This design comes from an exercise in tuning for small area on the open sky130 flow, not from production work.
RTL that was checked went through simulation tests only; none was proved equivalent to the original.
No functional check of the RTL was part of run 2.
Power is estimated from default activity; no workload was simulated.

## design/flow/run.sh

```bash
#!/bin/bash
# synth_recipe.tcl (not shown) runs the flow's synth.tcl, then flattens the netlist and writes it again
# the make line also repeats each setting of config.mk as NAME=value (left out here)
make -C /OpenROAD-flow-scripts/flow DESIGN_CONFIG=/design/flow/config.mk WORK_HOME=/design/flow/orfs CLKGATE_MAP_FILE= SYNTH_SCRIPT=/design/flow/synth_recipe.tcl finish
```

## design/flow/config.mk

```make
export PLATFORM = sky130hd
export DESIGN_NAME = srcc
export DESIGN_NICKNAME = srcc
export VERILOG_FILES = /design/flow/design.v
export SDC_FILE = /design/flow/constraint.sdc
export NUM_CORES = 4
export LEC_CHECK = 0
export CAP_MARGIN = 20
export CORE_MARGIN = 2
export CORE_UTILIZATION = 40
export SLEW_MARGIN = 20
```

## design/flow/constraint.sdc

```tcl
create_clock -name core_clock -period 8.0 [get_ports {clk}]
set_input_delay 1.6000 -clock core_clock [delete_from_list [all_inputs] [get_ports {clk}]]
set_output_delay 1.6000 -clock core_clock [all_outputs]
set_load 0.01 [all_outputs]
```

## design/flow/design.v

```verilog
`timescale 1ns / 1ps
module ClockDivider300hz(input CLK_IN, input RST, output reg CLK_OUT);
    reg [2:0] counter;
    parameter DIVISOR = 3'd6;
    always @(posedge CLK_IN)
    begin
        if (RST) begin
            counter <= 3'd0;
            CLK_OUT <= 1'b0;
        end else begin
            counter <= counter + 3'd1;
            if (counter >= (DIVISOR - 3'd1))
                counter <= 3'd0;
            CLK_OUT <= (counter < (DIVISOR >> 1)) ? 1'b1 : 1'b0;
        end
    end
endmodule
module ClockDivider1by3sec(input CLK_IN, input RST, output reg CLK_OUT);
    reg [5:0] counter;
    parameter DIVISOR = 6'd40;
    always @(posedge CLK_IN)
    begin
        if (RST) begin
            counter <= 6'd0;
            CLK_OUT <= 1'b0;
        end else begin
            counter <= counter + 6'd1;
            if (counter > (DIVISOR - 6'd1))
                counter <= 6'd0;
            CLK_OUT <= (counter < (DIVISOR >> 1)) ? 1'b1 : 1'b0;
        end
    end
endmodule
module ClockDivider_slow(input CLK_IN, input RST, output reg CLK_OUT);
    reg [6:0] counter;
    parameter DIVISOR = 7'd100;
    always @(posedge CLK_IN)
    begin
        if (RST) begin
            counter <= 7'd0;
            CLK_OUT <= 1'b0;
        end else begin
            counter <= counter + 7'd1;
            if (counter > (DIVISOR - 7'd1))
                counter <= 7'd0;
            CLK_OUT <= (counter < (DIVISOR >> 1)) ? 1'b1 : 1'b0;
        end
    end
endmodule
module srcc( clk,reset,level,user1_up,user1_down,user2_up,user2_down ,col,row
        ,centre_r,centre_c,movement
         );
    input clk,user1_up,user1_down,user2_up,user2_down;
    input reset,level;
    output reg [7:0] col, row;
    reg [63:0] mat;
    output reg [2:0] centre_r,centre_c;
    output reg [2:0] movement;        
    localparam [63:0] MAT_INIT  = {8'b00000000, 8'b00000000, 8'b10000001, 8'b10001001,
                                   8'b10000001, 8'b00000000, 8'b00000000, 8'b00000000};
    localparam [63:0] MAT_LWIN  = {8'b00000000, 8'b10000001, 8'b10000001, 8'b10000001,
                                   8'b10011001, 8'b10100101, 8'b11000011, 8'b10000001};
    localparam [63:0] MAT_RWIN  = {8'b10000001, 8'b11000001, 8'b10100001, 8'b10010001,
                                   8'b10001001, 8'b10000101, 8'b10000011, 8'b10000001};
    wire clk_300hz, clk_fast, clk_slow;
    ClockDivider300hz   c00hz(clk, reset, clk_300hz);
    ClockDivider1by3sec c26  (clk, reset, clk_fast);
    ClockDivider_slow   c526 (clk, reset, clk_slow);
    reg clk_300hz_d;
    always @(posedge clk)
        if (reset) clk_300hz_d <= 1'b0;
        else       clk_300hz_d <= clk_300hz;
    wire tick_300hz = clk_300hz & ~clk_300hz_d;
    reg clk_milisec, clk_milisec_d;
    always @(posedge clk)
    begin
        if (reset) begin
            clk_milisec   <= 1'b0;
            clk_milisec_d <= 1'b0;
        end else begin
            if (tick_300hz)
                clk_milisec <= level ? clk_fast : clk_slow;
            clk_milisec_d <= clk_milisec;
        end
    end
    wire tick_game = clk_milisec & ~clk_milisec_d;
    reg [2:0] counter;
    always @(posedge clk)
    begin
        if (reset) begin
            counter <= 3'd0;
            row <= 8'b11111111;
            col <= 8'b00000000;
        end else if (tick_300hz) begin
            row <= ~(8'b00000001 << counter);
            col <= mat[{counter, 3'b000} +: 8];
            counter <= counter + 3'd1;
        end
    end
    wire [3:0] r_up = {1'b0, centre_r} - 4'd1;
    wire [3:0] r_dn = {1'b0, centre_r} + 4'd1;
    wire [2:0] c_l  = centre_c - 3'd1;
    wire [2:0] c_r  = centre_c + 3'd1;
    wire l_mid = mat[{centre_r,  c_l}];
    wire l_up  = r_up[3] ? 1'b0 : mat[{r_up[2:0], c_l}];
    wire l_dn  = r_dn[3] ? 1'b0 : mat[{r_dn[2:0], c_l}];
    wire r_mid = mat[{centre_r,  c_r}];
    wire r_upp = r_up[3] ? 1'b0 : mat[{r_up[2:0], c_r}];
    wire r_dnn = r_dn[3] ? 1'b0 : mat[{r_dn[2:0], c_r}];
    reg [2:0] mv_left, mv_right;
    always @(*)
    begin
        mv_left = movement;
        if (l_mid) begin
            if      ( l_up &&  l_dn) mv_left = 3'b100;
            else if ( l_up && !l_dn) mv_left = 3'b101;
            else if (!l_up &&  l_dn) mv_left = 3'b011;
        end else
            mv_left = 3'b010;
        mv_right = movement;
        if (r_mid) begin
            if      ( r_upp &&  r_dnn) mv_right = 3'b000;
            else if ( r_upp && !r_dnn) mv_right = 3'b111;
            else if (!r_upp &&  r_dnn) mv_right = 3'b001;
        end else
            mv_right = 3'b110;
    end
    reg counter2;
    always @(posedge clk)
    begin
     if (reset)
        begin
            centre_r <= 3'd4;
            centre_c <= 3'd4;
            mat      <= MAT_INIT;
            movement <= 3'b000;
            counter2 <= 1'b0;
        end
     else if (tick_game)
      begin
        counter2 <= ~counter2;
        case (counter2)
        1'b0:
        begin
            case (movement)
            3'b000:  
                if (centre_c == 3'd1) movement <= mv_left;
                else begin
                    mat[{centre_r, centre_c}] <= 1'b0;
                    mat[{centre_r, c_l}]      <= 1'b1;
                    centre_c <= c_l;
                end
            3'b001:  
                if (centre_r == 3'd0) movement <= 3'b111;
                else if (centre_c == 3'd1) movement <= mv_left;
                else begin
                    mat[{centre_r, centre_c}]   <= 1'b0;
                    mat[{r_up[2:0], c_l}]       <= 1'b1;
                    centre_c <= c_l;
                    centre_r <= r_up[2:0];
                end
            3'b010:  
                mat <= MAT_LWIN;
            3'b011:  
                if (centre_r == 3'd0) movement <= 3'b101;
                else if (centre_c == 3'd6) movement <= mv_right;
                else begin
                    mat[{centre_r, centre_c}]   <= 1'b0;
                    mat[{r_up[2:0], c_r}]       <= 1'b1;
                    centre_c <= c_r;
                    centre_r <= r_up[2:0];
                end
            3'b100:  
                if (centre_c == 3'd6) movement <= mv_right;
                else begin
                    mat[{centre_r, centre_c}] <= 1'b0;
                    mat[{centre_r, c_r}]      <= 1'b1;
                    centre_c <= c_r;
                end
            3'b101:  
                if (centre_r == 3'd7) movement <= 3'b011;
                else if (centre_c == 3'd6) movement <= mv_right;
                else begin
                    mat[{centre_r, centre_c}]   <= 1'b0;
                    mat[{r_dn[2:0], c_r}]       <= 1'b1;
                    centre_c <= c_r;
                    centre_r <= r_dn[2:0];
                end
            3'b110:  
                mat <= MAT_RWIN;
            3'b111:  
                if (centre_r == 3'd7) movement <= 3'b001;
                else if (centre_c == 3'd1) movement <= mv_left;
                else begin
                    mat[{centre_r, centre_c}]   <= 1'b0;
                    mat[{r_dn[2:0], c_l}]       <= 1'b1;
                    centre_c <= c_l;
                    centre_r <= r_dn[2:0];
                end
            endcase
        end
        1'b1:
        begin
            if (user1_up) begin
                if (mat[{3'd0,3'd0}] == 1'b0) begin
                    if      (mat[{3'd1,3'd0}]) begin mat[{3'd0,3'd0}] <= 1'b1; mat[{3'd3,3'd0}] <= 1'b0; end
                    else if (mat[{3'd2,3'd0}]) begin mat[{3'd1,3'd0}] <= 1'b1; mat[{3'd4,3'd0}] <= 1'b0; end
                    else if (mat[{3'd3,3'd0}]) begin mat[{3'd2,3'd0}] <= 1'b1; mat[{3'd5,3'd0}] <= 1'b0; end
                    else if (mat[{3'd4,3'd0}]) begin mat[{3'd3,3'd0}] <= 1'b1; mat[{3'd6,3'd0}] <= 1'b0; end
                    else if (mat[{3'd5,3'd0}]) begin mat[{3'd4,3'd0}] <= 1'b1; mat[{3'd7,3'd0}] <= 1'b0; end
                end
            end
            else if (user1_down) begin
                if (mat[{3'd7,3'd0}] == 1'b0) begin
                    if      (mat[{3'd6,3'd0}]) begin mat[{3'd7,3'd0}] <= 1'b1; mat[{3'd4,3'd0}] <= 1'b0; end
                    else if (mat[{3'd5,3'd0}]) begin mat[{3'd6,3'd0}] <= 1'b1; mat[{3'd3,3'd0}] <= 1'b0; end
                    else if (mat[{3'd4,3'd0}]) begin mat[{3'd5,3'd0}] <= 1'b1; mat[{3'd2,3'd0}] <= 1'b0; end
                    else if (mat[{3'd3,3'd0}]) begin mat[{3'd4,3'd0}] <= 1'b1; mat[{3'd1,3'd0}] <= 1'b0; end
                    else if (mat[{3'd2,3'd0}]) begin mat[{3'd3,3'd0}] <= 1'b1; mat[{3'd0,3'd0}] <= 1'b0; end
                end
            end
            if (user2_up) begin
                if (mat[{3'd0,3'd7}] == 1'b0) begin
                    if      (mat[{3'd1,3'd7}]) begin mat[{3'd0,3'd7}] <= 1'b1; mat[{3'd3,3'd7}] <= 1'b0; end
                    else if (mat[{3'd2,3'd7}]) begin mat[{3'd1,3'd7}] <= 1'b1; mat[{3'd4,3'd7}] <= 1'b0; end
                    else if (mat[{3'd3,3'd7}]) begin mat[{3'd2,3'd7}] <= 1'b1; mat[{3'd5,3'd7}] <= 1'b0; end
                    else if (mat[{3'd4,3'd7}]) begin mat[{3'd3,3'd7}] <= 1'b1; mat[{3'd6,3'd7}] <= 1'b0; end
                    else if (mat[{3'd5,3'd7}]) begin mat[{3'd4,3'd7}] <= 1'b1; mat[{3'd7,3'd7}] <= 1'b0; end
                end
            end
            else if (user2_down) begin
                if (mat[{3'd7,3'd7}] == 1'b0) begin
                    if      (mat[{3'd6,3'd7}]) begin mat[{3'd7,3'd7}] <= 1'b1; mat[{3'd4,3'd7}] <= 1'b0; end
                    else if (mat[{3'd5,3'd7}]) begin mat[{3'd6,3'd7}] <= 1'b1; mat[{3'd3,3'd7}] <= 1'b0; end
                    else if (mat[{3'd4,3'd7}]) begin mat[{3'd5,3'd7}] <= 1'b1; mat[{3'd2,3'd7}] <= 1'b0; end
                    else if (mat[{3'd3,3'd7}]) begin mat[{3'd4,3'd7}] <= 1'b1; mat[{3'd1,3'd7}] <= 1'b0; end
                    else if (mat[{3'd2,3'd7}]) begin mat[{3'd3,3'd7}] <= 1'b1; mat[{3'd0,3'd7}] <= 1'b0; end
                end
            end
        end
        endcase
      end
    end
endmodule
```

==> flow_summary.yaml, run 1 <==
sta:
  rsz0062_at_grt: "false"
  relSlewSlack_pct: 13.9
  fmax_mhz: 196
  setup_tns_ns: 0
  setup_violations: 0
  fin_crit_sh_pct: 63.7
  fin_crit_ns: 5.09
  fin_ws_ns: 2.91
  worst_slew_pin_slew_ns: 1.29
  skew_ns: 0.0273
  slew_violations: 0
  hold_viol: 0
layout:
  multiInputGateArea_um2: 10700
  regArea_um2: 2310
  fin_util_pct: 45.1
  final_layout_size_suffix_gt1_share_pct: 9.48
  final_cell_count_no_fill: 2397
  final_common_cell: "nand2_1"
  layout_common_cells: "207 x nand2_1, 174 x a21oi_1, 173 x nor2_1"
  fill_cells: 3557
  area_growth_pct: 11.0
  nNetsFinal: 1958
drt:
  viasPerCell: 7.76
  drt-initial-drc-count: 3310
  wl_per_cell_um: 37.8
  wirelength_um: 90600
  final_antenna_net_count: 0
  dr_total_vias: 18609
  drc_errors: 0
  first_pass_iters: 8
grt:
  grt_pass1_vias: 17035
  grt_overflow: 0
  grt_pass1_wl_um: 127000
  grt.total_usage_pct: 49.8
  grt_antenna_before_repair: 5
  grt_start_max_net_pins: 82
  grt-busiest-layer: "met2"
  met2_usage_pct: 68.2
  grtUsageMet3_pct: 20.8
  use_met1_pct: 62.0
synth:
  synth-xor-area-share_pct: 3.04
  synth_area_leaders: "dfxtp_1 17%, a21oi_1 6.4%, nand2_1 5.7%"
  mappedNetlistNets: 2015
  synth.distinct_cells: 88
  synth_top_cell_area_share_pct: 16.8
  synth-simple-area-share_pct: 25.6
  ys_seq_area_share_pct: 16.8
  synth_area_per_cell_um2: 6.89
  synth_top_family_by_area: "compound AO/OA/AOI/OAI gates"
  async_flop_share_pct: 0
  synth_edf_count: 0
  synth-compound-area-share_pct: 37.2
  yosys_warnings: 4
  synthMuxAreaShare_pct: 9.05
  synth_largest_area_cell: "dfxtp_1"
  synth_area_um2: 13700
  syn_inst: 1984
  synth_ff_type: "dfxtp_1"
  ys_ff_latch: 115
  yosys.area_share.adder_pct: 2.20
floorplan:
  core_um2: 33600
  design.die.area_um2: 35700
  boundaryPins: 32
  die_h_um: 189
  die_x_um: 189
  start_util_pct: 40.7
  rows: 67
clocking:
  cts.htree.levels: 4
  post_cts_buffers: 0
  cts.sinks: 115
  cts_tree: "yes"
  cts-buffers-inserted: 17
  cts_hold_buf: 0
  clock_latency_ns: 0.48
  cts_root_buf: "clkbuf_16"
  cts_resized: 0
  clk_pin_slew_worst_paths_ns: 0.08
  cts_buffer_depth: 2
critical_path:
  worstSetupEndpointType: "flop"
  startpoint_type: "flop"
  path_max_fanout: 64
  cp.arrival_ns: 5.47
  crit_type: "flop to flop"
  required_ns: 8.38
power:
  ir_drop_mv: 0.171
  power.density_nw_per_um2: 175
  leakagePower_nw: 4.73
min_path:
  hold_class: "flop to flop"
placed_design:
  dpl_worst_slack_ns: 3.12
  port_buffers: 31
  dp_hpwl_um: 60000
  placed_cells: 2356
  gp_congestion: 1.13
status:
  status: "finished clean"
job:
  cap_viol_max_count: 0
[per-layer routing]
| metal | share of wire [%] | wire length, um | vias up |
|---|---|---|---|
| li1 | - | - | 7497 |
| met4 | 9.2 | 8310 | 0 |
| met3 | 16 | 14100 | 553 |
| met1 | 37 | 33100 | 8763 |
| met5 | 0 | 0 | - |
| met2 | 39 | 35100 | 1796 |
[metrics by stage]
step           instance area (um2)  power (W)  hold slack (ns)
2_1_floorplan                13700    0.00135            0.418
3_3_place_gp                 14500    0.00173            0.429
3_5_place_dp                 14500    0.00174            0.442
4_1_cts                      15100    0.00259            0.452
5_1_grt                      15200    0.00272            0.477
6_report                     15200    0.00266            0.450
[area by class of cell]
type | instances | share of cell area, %
multi-input combinational | 1657 | 70.5
clock inverter | 15 | 1.20
timing repair buffer | 105 | 5.67
clock buffer | 17 | 2.80
tap | 448 | 3.69
sequential | 115 | 15.2
antenna | 9 | 0.148
inverter | 31 | 0.767
[cells in the mapped netlist, types with 24 or more instances]
master	instances
nand4_1	24
nand2_1	208
o21ai_0	131
o211ai_1	68
nor2_1	184
nand2b_1	29
ha_1	24
o21ai_1	60
a21oi_1	175
nand3_1	90
clkbuf_1	146
xnor2_1	31
mux2i_1	46
a31oi_1	41
mux4_2	27
inv_1	25
nor3b_1	27
dfxtp_1	115
a211oi_1	27
nor3_1	69
[power by group]
group          internal, W  switching, W
Combinational     0.000347      0.000764
Clock             0.000475      0.000387
Sequential        0.000607     0.0000785
[state kept, by name, summed over array words and instances, names as in the netlist, 3 cells and up]
signal,flops
mat,64
centre_r,3
c526.counter,7
c00hz.counter,3
movement,3
col,8
counter,3
c26.counter,6
row,8
centre_c,3
[worst max-delay path, stage by stage, from the launching register on]
cell and delay (ns):
dfxtp_1 0.58, inv_1 0.19, ha_2 0.35, buf_4 0.48, nand2b_1 0.59, nor4_1 0.13
nor2_1 0.53, nand3_1 0.86, o221ai_1 0.54, nor3_1 0.11, or4_1 0.51, a21oi_1 0.13
[cells by family after synthesis]
family / after synthesis
AO/OA/AOI/OAI: 772
AND/OR/NAND/NOR: 731
buffers and inverters: 212
flip-flops: 115
multiplexers: 88
XOR/XNOR: 42
adder cells (fa/ha/maj): 24
[path summary, 6_finish.rpt]
check / start / end / slack [ns] / cells after the start
max reg2reg: centre_c[1] / mat[16] / 2.91 / 11
min: c26.counter[0] / c26.counter[0] / 0.45 / 1
max: centre_c[1] / mat[16] / 2.91 / 11
min reg2reg: c26.counter[0] / c26.counter[0] / 0.45 / 1
==> run 2, diff against run 1 <==
==> design/flow/design.v (replaced) <==
`timescale 1ns / 1ps
module srcc( clk,reset,level,user1_up,user1_down,user2_up,user2_down ,col,row
        ,centre_r,centre_c,movement
         );
    input clk,user1_up,user1_down,user2_up,user2_down;
    input reset,level;
    output reg [7:0] col;
    output [7:0] row;
    output reg [2:0] centre_r,centre_c;
    output reg [2:0] movement;
    reg [2:0] js;
    always @(posedge clk)
        if (reset) js <= 3'b000;
        else       js <= {js[1:0], ~js[2]};
    wire tick = js[0] & ~js[1];
    reg [5:0] df;
    always @(posedge clk)
        if (reset)                     df <= 6'd52;
        else if (df[5] & df[4] & df[2]) df <= 6'd12;
        else                           df <= df + 6'd1;
    reg [6:0] ds;
    always @(posedge clk)
        if (reset)                              ds <= 7'd63;
        else if (ds[6] & ds[5] & ds[4] & ds[0]) ds <= 7'd13;
        else                                    ds <= ds + 7'd1;
    reg gclk, gclk_d;
    always @(posedge clk)
        if (reset) begin
            gclk   <= 1'b0;
            gclk_d <= 1'b0;
        end else begin
            if (tick) gclk <= level ? ~df[5] : ds[6];
            gclk_d <= gclk;
        end
    wire tick_game = gclk & ~gclk_d;
    reg [2:0] t1, t2;
    wire loaded = t1[2] & t1[1];
    reg [2:0] counter;
    reg       valid;
    assign row = valid ? ~(8'b00000001 << (counter - 3'd1)) : 8'hFF;
    function lit;
        input [2:0] t;
        input [2:0] s;
        input       rwin;
        reg   [2:0] d;
        begin
            d = s - t;
            if (t[2] & t[1])
                lit = t[0] ? (s != 3'd4) : (rwin | (s != 3'd7));
            else
                lit = (d == 3'd0) | (d == 3'd1) | (d == 3'd2);
        end
    endfunction
    reg [7:0] line;
    integer c;
    always @(*) begin
        line[0] = lit(t1, counter, movement[2]);
        line[7] = lit(t2, counter, movement[2]);
        for (c = 1; c < 7; c = c + 1)
            if (loaded)
                line[c] = (counter == c && (movement[2] || counter <= 3)) ||
                          (!movement[2] && counter == 7 - c && counter >= 1 && counter <= 3);
            else
                line[c] = (centre_r == counter) && (centre_c == c);
    end
    always @(posedge clk)
        if (reset) begin
            counter <= 3'd0;
            valid   <= 1'b0;
            col     <= 8'b00000000;
        end else if (tick) begin
            col     <= line;
            counter <= counter + 3'd1;
            valid   <= 1'b1;
        end
    wire [2:0] dl = centre_r - t1;
    wire [2:0] dr = centre_r - t2;
    reg [2:0] mv_left, mv_right;
    always @(*) begin
        case (dl)
            3'd0:    mv_left = 3'b011;
            3'd1:    mv_left = 3'b100;
            3'd2:    mv_left = 3'b101;
            default: mv_left = 3'b010;
        endcase
        case (dr)
            3'd0:    mv_right = 3'b001;
            3'd1:    mv_right = 3'b000;
            3'd2:    mv_right = 3'b111;
            default: mv_right = 3'b110;
        endcase
    end
    function [2:0] paddle;
        input [2:0] t;
        input       up, down, lwin;
        begin
            paddle = t;
            if (up) begin
                if (!(t[2] & t[1]) && t != 3'd0) paddle = t - 3'd1;
            end else if (down) begin
                if (t[2] & t[1]) begin
                    if (lwin) paddle = 3'd7;
                end else if (t != 3'd5)
                    paddle = t + 3'd1;
            end
        end
    endfunction
    wire [2:0] c_l = centre_c - 3'd1;
    wire [2:0] c_r = centre_c + 3'd1;
    wire [2:0] r_up = centre_r - 3'd1;
    wire [2:0] r_dn = centre_r + 3'd1;
    reg ph;
    always @(posedge clk)
    begin
     if (reset) begin
        centre_r <= 3'd4;
        centre_c <= 3'd4;
        movement <= 3'b000;
        ph       <= 1'b0;
        t1       <= 3'd3;
        t2       <= 3'd3;
     end else if (tick_game) begin
        ph <= ~ph;
        if (!ph) begin
            case (movement)
            3'b000:
                if (centre_c == 3'd1) movement <= mv_left;
                else centre_c <= c_l;
            3'b001:
                if (centre_r == 3'd0) movement <= 3'b111;
                else if (centre_c == 3'd1) movement <= mv_left;
                else begin centre_c <= c_l; centre_r <= r_up; end
            3'b011:
                if (centre_r == 3'd0) movement <= 3'b101;
                else if (centre_c == 3'd6) movement <= mv_right;
                else begin centre_c <= c_r; centre_r <= r_up; end
            3'b100:
                if (centre_c == 3'd6) movement <= mv_right;
                else centre_c <= c_r;
            3'b101:
                if (centre_r == 3'd7) movement <= 3'b011;
                else if (centre_c == 3'd6) movement <= mv_right;
                else begin centre_c <= c_r; centre_r <= r_dn; end
            3'b111:
                if (centre_r == 3'd7) movement <= 3'b001;
                else if (centre_c == 3'd1) movement <= mv_left;
                else begin centre_c <= c_l; centre_r <= r_dn; end
            default: begin  
                t1 <= 3'd6;
                t2 <= 3'd6;
            end
            endcase
        end else begin
            t1 <= paddle(t1, user1_up, user1_down, !movement[2]);
            t2 <= paddle(t2, user2_up, user2_down, !movement[2]);
        end
     end
    end
endmodule
==> flow_summary.yaml, run 2 <==
placed_design:
  dpl_worst_slack_ns: 4.42
  place_area_um2: 3480
  gp_congestion: 0.843
  port_buffers: 31
  dp_hpwl_um: 5350
synth:
  synth_area_um2: 3120
  synth_ff_type: "dfxtp_1"
  synth.most_common_cell: "dfxtp_1"
  synth_edf_count: 0
  synth-compound-area-share_pct: 21.7
  synth-xor-area-share_pct: 5.77
  yosys.area_share.adder_pct: 14.4
  synth_top_cell_area_share_pct: 29.5
  synth_largest_area_cell: "dfxtp_1"
  synth_area_leaders: "dfxtp_1 30%, ha_1 11%, nor2_1 4.2%"
  syn_inst: 374
  synth-simple-area-share_pct: 21.9
  synth_top_family_by_area: "simple AND/OR/NAND/NOR gates"
  synth_common_cells: "46 x dfxtp_1, 35 x nor2_1, 30 x nand2_1"
  mappedNetlistNets: 414
  yosys_warnings: 1
  synth.distinct_cells: 63
  ys_ff_latch: 46
  synth_area_per_cell_um2: 8.34
  async_flop_share_pct: 0
  ys_seq_area_share_pct: 29.5
  synthMuxAreaShare_pct: 1.28
floorplan:
  boundaryPins: 32
  core_um2: 7650
  die_x_um: 92.3
  rows: 32
  design.die.area_um2: 8520
  die_h_um: 92.3
  start_util_pct: 40.8
critical_path:
  worstSetupEndpointType: "primary output"
  path_max_fanout: 11
  cp.arrival_ns: 2.31
  cp_slowest_cell: "dfxtp_1"
  startpoint_type: "flop"
  r2r_setup_slack_ns: 5.65
  crit_type: "flop to primary output"
  worstPathCellList: "inv_1 -> ha_1 -> xor2_1 -> and2_1 -> nand2_1 -> clkdlybuf4s50_1"
  critPathTopFamily: "buffers and inverters"
  required_ns: 6.40
  cpPeakStageDelay_ns: 0.61
  crit_buf_inv: 2
clocking:
  clk_pin_slew_worst_paths_ns: 0.09
  cts_tree: "yes"
  post_cts_buffers: 0
  cts-buffers-inserted: 5
  cts_root_buf: "clkbuf_8"
  cts_resized: 0
  clock_latency_ns: 0.30
  cts_buffer_depth: 2
  cts.sinks: 46
  cts_hold_buf: 0
  cts.htree.levels: 2
sta:
  setup_tns_ns: 0
  skew_ns: 0.00864
  relSlewSlack_pct: 42.5
  fmax_mhz: 256
  fin_ws_ns: 4.09
  rsz0062_at_grt: "false"
  setup_violations: 0
  fin_crit_ns: 3.91
  fin_crit_sh_pct: 48.9
  worst_slew_pin_slew_ns: 0.862
  hold_viol: 0
  slew_violations: 0
power:
  leakagePower_nw: 1.40
  ir_drop_mv: 0.0971
  power.density_nw_per_um2: 176
  p_total_w: 0.000633
drt:
  final_antenna_net_count: 0
  drc_errors: 0
  first_pass_iters: 4
  dr_total_vias: 2654
  wl_per_cell_um: 14.4
  wirelength_um: 7150
  drt-initial-drc-count: 180
  viasPerCell: 5.34
layout:
  largest_reg_flops: 8
  final_common_cell: "dfxtp_1"
  nNetsFinal: 434
  reg_top3: "col x8, ds x7, df x6"
  multiInputGateArea_um2: 2030
  fill_cells: 764
  regArea_um2: 921
  antenna_cells: 0
  layout_common_cells: "46 x dfxtp_1, 35 x nor2_1, 31 x clkdlybuf4s50_1"
  final_layout_size_suffix_gt1_share_pct: 4.56
  largest_register: "col"
  design_area_um2: 3600
  area_growth_pct: 15.4
  fin_util_pct: 47.1
min_path:
  hold_class: "flop to flop"
grt:
  grt_antenna_before_repair: 0
  grt_pass1_wl_um: 12000
  grt_overflow: 0
  grt.total_usage_pct: 17.4
  grt_start_max_net_pins: 28
  grt_pass1_vias: 2435
job:
  cap_viol_max_count: 0
status:
  status: "finished clean"
## run 2: cell count changes after synthesis, moves of 64 or more
cell and change:
nor3_1 -64, nand2_1 -178, o21ai_0 -119, o211ai_1 -66
nand3_1 -76, clkbuf_1 -133, a21oi_1 -153, nor2_1 -149
dfxtp_1 -69
## run 2: worst reg2reg max path: stages (launching register included)
cell and delay, ns:
dfxtp_1 0.90, xnor2_2 0.21, mux2i_1 0.11, or4b_4 0.56
o21ai_1 0.13, or3b_1 0.34
## run 2: final timing paths
| kind | start | endpoint | cells past startpoint |
|---|---|---|---|
| max | counter[1] | row[4] | 6 |
| min | js[2] | js[0] | 1 |
| max reg2reg | movement[2] | centre_r[2] | 5 |
| min reg2reg | js[2] | js[0] | 1 |
## run 2: logic make-up after synthesis
family / Yosys count
simple gates: 134
compound gates: 98
flops: 46
buf+inv: 41
fa+ha+maj: 33
xor+xnor: 18
mux: 4
## run 2: cell type report
type,instances,share of cell area (%)
multi-input combinational,287,56.4
inverter,21,2.19
sequential,46,25.6
timing repair buffer,33,9.03
clock inverter,3,1.36
tap,102,3.54
clock buffer,5,1.91
## run 2: per-stage QoR
step	instances	hold slack, ns
4_1_cts	497	0.396
3_5_place_dp	489	0.376
5_1_grt	497	0.411
2_1_floorplan	374	0.363
3_3_place_gp	489	0.368
6_report	497	0.398
## run 2: power by group
part,total [W],switching (W),internal [W]
combinational,0.000157,0.0000790,0.0000778
sequential,0.000293,0.0000374,0.000256
clock,0.000182,0.0000872,0.0000953
## run 2: metal layers
| layer | global-route usage (%) | vias up | share of wire (%) |
|---|---|---|---|
| met5 | 0 | - | 0 |
| met4 | 4.35 | 0 | 1.1 |
| met3 | 2.93 | 7 | 2.5 |
| met2 | 28.4 | 30 | 47 |
| met1 | 23.9 | 1241 | 49 |
| li1 | - | 1376 | - |

## port drivers added, routing unchanged
The results above use ideal ports. As a check the final layouts listed here were re-extracted and re-timed, cells and wires unchanged. Step 1 sets driving cells, clkbuf_16 on the clock port and buf_2 on the other inputs (assumed; they add their load-dependent delay and slew). Step 2 also shifts input and output timing later by t, the mid clock arrival at the registers, as if the neighbouring blocks saw the same clock. Three values: ideal ports, drivers, drivers and shift; two values: the first two.
run	t, ns	setup WS [ns]	worst register clock-pin slew, ns
run 1	0.516	2.906 / 2.906 / 2.624	0.09 / 0.09
run 2	0.330	4.087 / 4.056 / 4.386	0.10 / 0.10
After both steps every run listed still meets setup and hold. For run 1, which loses most, drivers alone change the setup slack by 0.000 ns; drivers and shift together by -0.282 ns.
